Context: an optimization exercise on an open-source flow, tuned for small area. The choices shown serve that exercise and are no tape-out recipe. Function was checked by simulation only, so behaviour that the tests miss may differ from the original. Power and IR drop assume default switching activity.

==> flow/design.v (excerpt) <==
module demosaic_g_rb_top (
	input  wire        clk,
	input  wire        rstn,
	input  wire        vsync,
	input  wire        hsync,
	input  wire [7:0]  bayer_data,
	output wire [7:0]  lb_wdata,
	input  wire [7:0]  lb_tap1,
	input  wire [7:0]  lb_tap2,
	input  wire [7:0]  lb_tap3,
	input  wire [7:0]  lb_tap4,
	input  wire [7:0]  lb_tap5,
	output wire        o_en,
	output wire [23:0] o_data
);
clock: 4.5 ns
lec_check: 0
cap_margin: 20
core_margin: 2
core_utilization: 60
cts_buf_list: sky130_fd_sc_hd__clkbuf_16
cts_cluster_diameter: 90
cts_cluster_size: 26
place_density: 0.75
setup_slack_margin: -0.3
slew_margin: 20
standard.sh (not shown) runs the stock make flow with config.mk's settings and CLKGATE_MAP_FILE= SYNTH_SCRIPT=/design/flow/synth_recipe.tcl, a recipe that flattens the netlist after the stock synthesis.
==> flow/flow/run.sh <==
#!/bin/bash
# The standard layout with two changes:
#  - after the standard synthesis, the combinational cells are re-mapped for
#    area by Yosys/ABC (flow/remap.ys with each script flow/remap*.abc; the
#    smallest result is kept); the registers are left as they are (same
#    instances, names and cells);
#  - the port buffers are made from the smallest buffer cell.
# Placement, clock tree, routing and their timing repair are the standard
# flow's. Each tool's full output goes to a log file of its own here; ORFS
# keeps each step's log under orfs/logs/.
set -e
export BUFFER_PORTS_ARGS="-buffer_cell sky130_fd_sc_hd__buf_1"
LIB="$FLOW_HOME/platforms/sky130hd/lib/sky130_fd_sc_hd__tt_025C_1v80.lib"
awk -v keep=all  -f flow/libfilter.awk "$LIB" > rmp_lib.lib
awk -v keep=comb -f flow/libfilter.awk "$LIB" > rmp_comb.lib
awk -v keep=seq  -f flow/libfilter.awk "$LIB" > rmp_seq.lib
bash standard.sh synth > standard_synth.log 2>&1
cp orfs/results/sky130hd/demosaic_g_rb_top/base/1_2_yosys.v standard_synth_netlist.v
# try each ABC script in flow/remap*.abc and keep the smallest netlist
best=""
for s in flow/remap*.abc; do
	n=$(basename "$s" .abc)
	cp "$s" remap.abc
	yosys -s flow/remap.ys > "$n.log" 2>&1
	mv remap_out.v "$n.v"
	a=$(grep "Chip area" "$n.log" | tail -1 | awk '{print $NF}')
	echo "$n $a" >> remap_areas.log
	if [ -z "$best" ] || awk -v a="$a" -v b="$barea" 'BEGIN { exit !(a < b) }'; then
		best="$n"; barea="$a"
	fi
done
echo "kept $best" >> remap_areas.log
cp "$best.v" orfs/results/sky130hd/demosaic_g_rb_top/base/1_2_yosys.v
rm -f rmp_lib.lib rmp_comb.lib rmp_seq.lib
bash standard.sh > standard.log 2>&1
==> flow/flow/remap.ys <==
# Re-map the combinational cells of the standard synthesis for area. The
# registers are library cells read as black boxes, so they keep their
# instances, names and cell types; everything between them is flattened to
# logic and mapped again by ABC (remap.abc, one of flow/remap*.abc) to
# rmp_lib.lib, the library without the platform's don't-use cells.
read_liberty -lib rmp_seq.lib
read_liberty -ignore_miss_func rmp_comb.lib
read_verilog standard_synth_netlist.v
hierarchy -check -top demosaic_g_rb_top
flatten
opt_clean -purge
abc -liberty rmp_lib.lib -script remap.abc
opt_clean -purge
setundef -zero
hilomap -singleton -hicell sky130_fd_sc_hd__conb_1 HI -locell sky130_fd_sc_hd__conb_1 LO
splitnets
opt_clean -purge
read_liberty -lib -overwrite rmp_comb.lib
stat -liberty rmp_lib.lib
check -assert
write_verilog -noattr -noexpr -nohex -nodec remap_out.v
==> flow/flow/remap0.abc <==
strash
dch -f
amap
mfs2
strash
dch -f
amap
topo
==> flow/flow/remap1.abc <==
strash
ifraig
dch -f
amap
mfs2
strash
dch -f
amap
topo
==> flow/flow/remap2.abc <==
strash
ifraig
dc2
dch -f
amap
mfs2
strash
ifraig
dch -f
amap
mfs2
strash
dch -f
amap
topo
==> flow/flow/remap3.abc <==
strash
dch -f
amap
mfs2
strash
dch -f
amap
mfs2
strash
dch -f
amap
mfs2
strash
dch -f
amap
topo
Other scripts of this flow, unchanged in this note and not shown: flow/flow/libfilter.awk
==> next run, changes <==
--- a/flow/flow/run.sh
+++ b/flow/flow/run.sh
@@ -2 +2 @@
-# The standard layout with two changes:
+# The standard layout with three changes:
@@ -7 +7,3 @@
-#  - the port buffers are made from the smallest buffer cell.
+#  - the port buffers are made from the smallest buffer cell;
+#  - ORFS's recover_power step (after global routing) sizes cells down on
+#    paths with positive slack.
@@ -12,0 +15,2 @@
+# after global routing, let ORFS size down cells on paths with positive slack
+export RECOVER_POWER=100
SETUP_SLACK_MARGIN = default   (was -0.3)
The changed run finished but failed the layout checks on max-capacitance violations, max-slew violations; sequential power stays flat; synthesized area does not change; hold slack is about the same; power went up by about 1.3%; wire length went up by 2.0%; flip-flop and latch count does not change; die area is unchanged; register-to-register slack improves by 140 ps.
==> next run, changes <==
==> flow/flow/run.sh (replaced) <==
#!/bin/bash
# The standard layout with two changes:
#  - after the standard synthesis, the combinational cells are re-mapped for
#    area by Yosys/ABC (flow/remap.ys, flow/remap.abc); the registers are
#    left as they are (same instances, names and cells);
#  - the port buffers are made from the smallest buffer cell.
# Placement, clock tree, routing and their timing repair are the standard
# flow's. Each tool's full output goes to a log file of its own here; ORFS
# keeps each step's log under orfs/logs/.
set -e
export BUFFER_PORTS_ARGS="-buffer_cell sky130_fd_sc_hd__buf_1"
LIB="$FLOW_HOME/platforms/sky130hd/lib/sky130_fd_sc_hd__tt_025C_1v80.lib"
awk -v keep=all  -f flow/libfilter.awk "$LIB" > rmp_lib.lib
awk -v keep=comb -f flow/libfilter.awk "$LIB" > rmp_comb.lib
awk -v keep=seq  -f flow/libfilter.awk "$LIB" > rmp_seq.lib
bash standard.sh synth > standard_synth.log 2>&1
cp orfs/results/sky130hd/demosaic_g_rb_top/base/1_2_yosys.v standard_synth_netlist.v
yosys -s flow/remap.ys > remap.log 2>&1
rm -f rmp_lib.lib rmp_comb.lib rmp_seq.lib
bash standard.sh > standard.log 2>&1
==> flow/flow/remap.abc (new file) <==
strash
ifraig
dch -f
amap
mfs2
strash
dch -f
amap
topo
--- a/flow/flow/remap.ys
+++ b/flow/flow/remap.ys
@@ -4,2 +4,2 @@
-# logic and mapped again by ABC (remap.abc, one of flow/remap*.abc) to
-# rmp_lib.lib, the library without the platform's don't-use cells.
+# logic and mapped again by ABC (flow/remap.abc) to rmp_lib.lib, the
+# library without the platform's don't-use cells.
@@ -8 +8 @@
-read_verilog standard_synth_netlist.v
+read_verilog orfs/results/sky130hd/demosaic_g_rb_top/base/1_2_yosys.v
@@ -12 +12 @@
-abc -liberty rmp_lib.lib -script remap.abc
+abc -liberty rmp_lib.lib -script flow/remap.abc
@@ -21 +21 @@
-write_verilog -noattr -noexpr -nohex -nodec remap_out.v
+write_verilog -noattr -noexpr -nohex -nodec orfs/results/sky130hd/demosaic_g_rb_top/base/1_2_yosys.v
removed: flow/flow/remap0.abc
removed: flow/flow/remap1.abc
removed: flow/flow/remap2.abc
removed: flow/flow/remap3.abc
Result: Now the flow finished clean. Cell area is higher by 1.1%. Worst setup slack is worse by 43 ps. Sequential share of layout area goes down by 0.52 points. Count of clock-buffer cells in the layout fell by 1.
==> next run, changes <==
CORE_UTILIZATION = 70   (was 60)
PLACE_DENSITY = 0.85   (was 0.75)
- final cell count shrinks by 2.5%
- setup slack gets better by 14 ps
- non-clock buffer count shrinks by 1
- hold slack gets worse by 3.9 ps
- combinational power shrinks by about 1%
- cell area shrinks by 0.37%
- sequential share of layout area grows by 0.19 points
- power grows by 0.48%
- fmax grows by 0.33%
- area after synthesis is unchanged

==> static timing again, ports no longer ideal <==
How much do the figures lean on ideal ports? The routed layouts below were timed once more, with nothing changed but the port constraints.
Step 1 assumes that a clkbuf_16 drives the clock port and a buf_2 every other input.
Step 2 also shifts input and output timing later by t, the mid clock arrival at the registers, as if the neighbouring blocks saw the same clock.
a / b / c = no drivers / after step 1 / after step 2; a / b = the first two.
run | shift t [ns] | setup WS [ns] | worst hold slack (ns)
the first run | 0.530 | 0.239 / 0.239 / -0.193 | 0.331 / 0.331 / 0.331
the second run | 0.538 | 0.378 / 0.378 / -0.041 | 0.334 / 0.334 / 0.334
the third run | 0.534 | 0.335 / 0.335 / 0.228 | 0.323 / 0.323 / 0.323
the fourth run | 0.536 | 0.349 / 0.349 / 0.057 | 0.319 / 0.319 / 0.319
For the first run, which loses most, drivers alone change the setup slack by 0.000 ns; drivers and shift together by -0.432 ns.
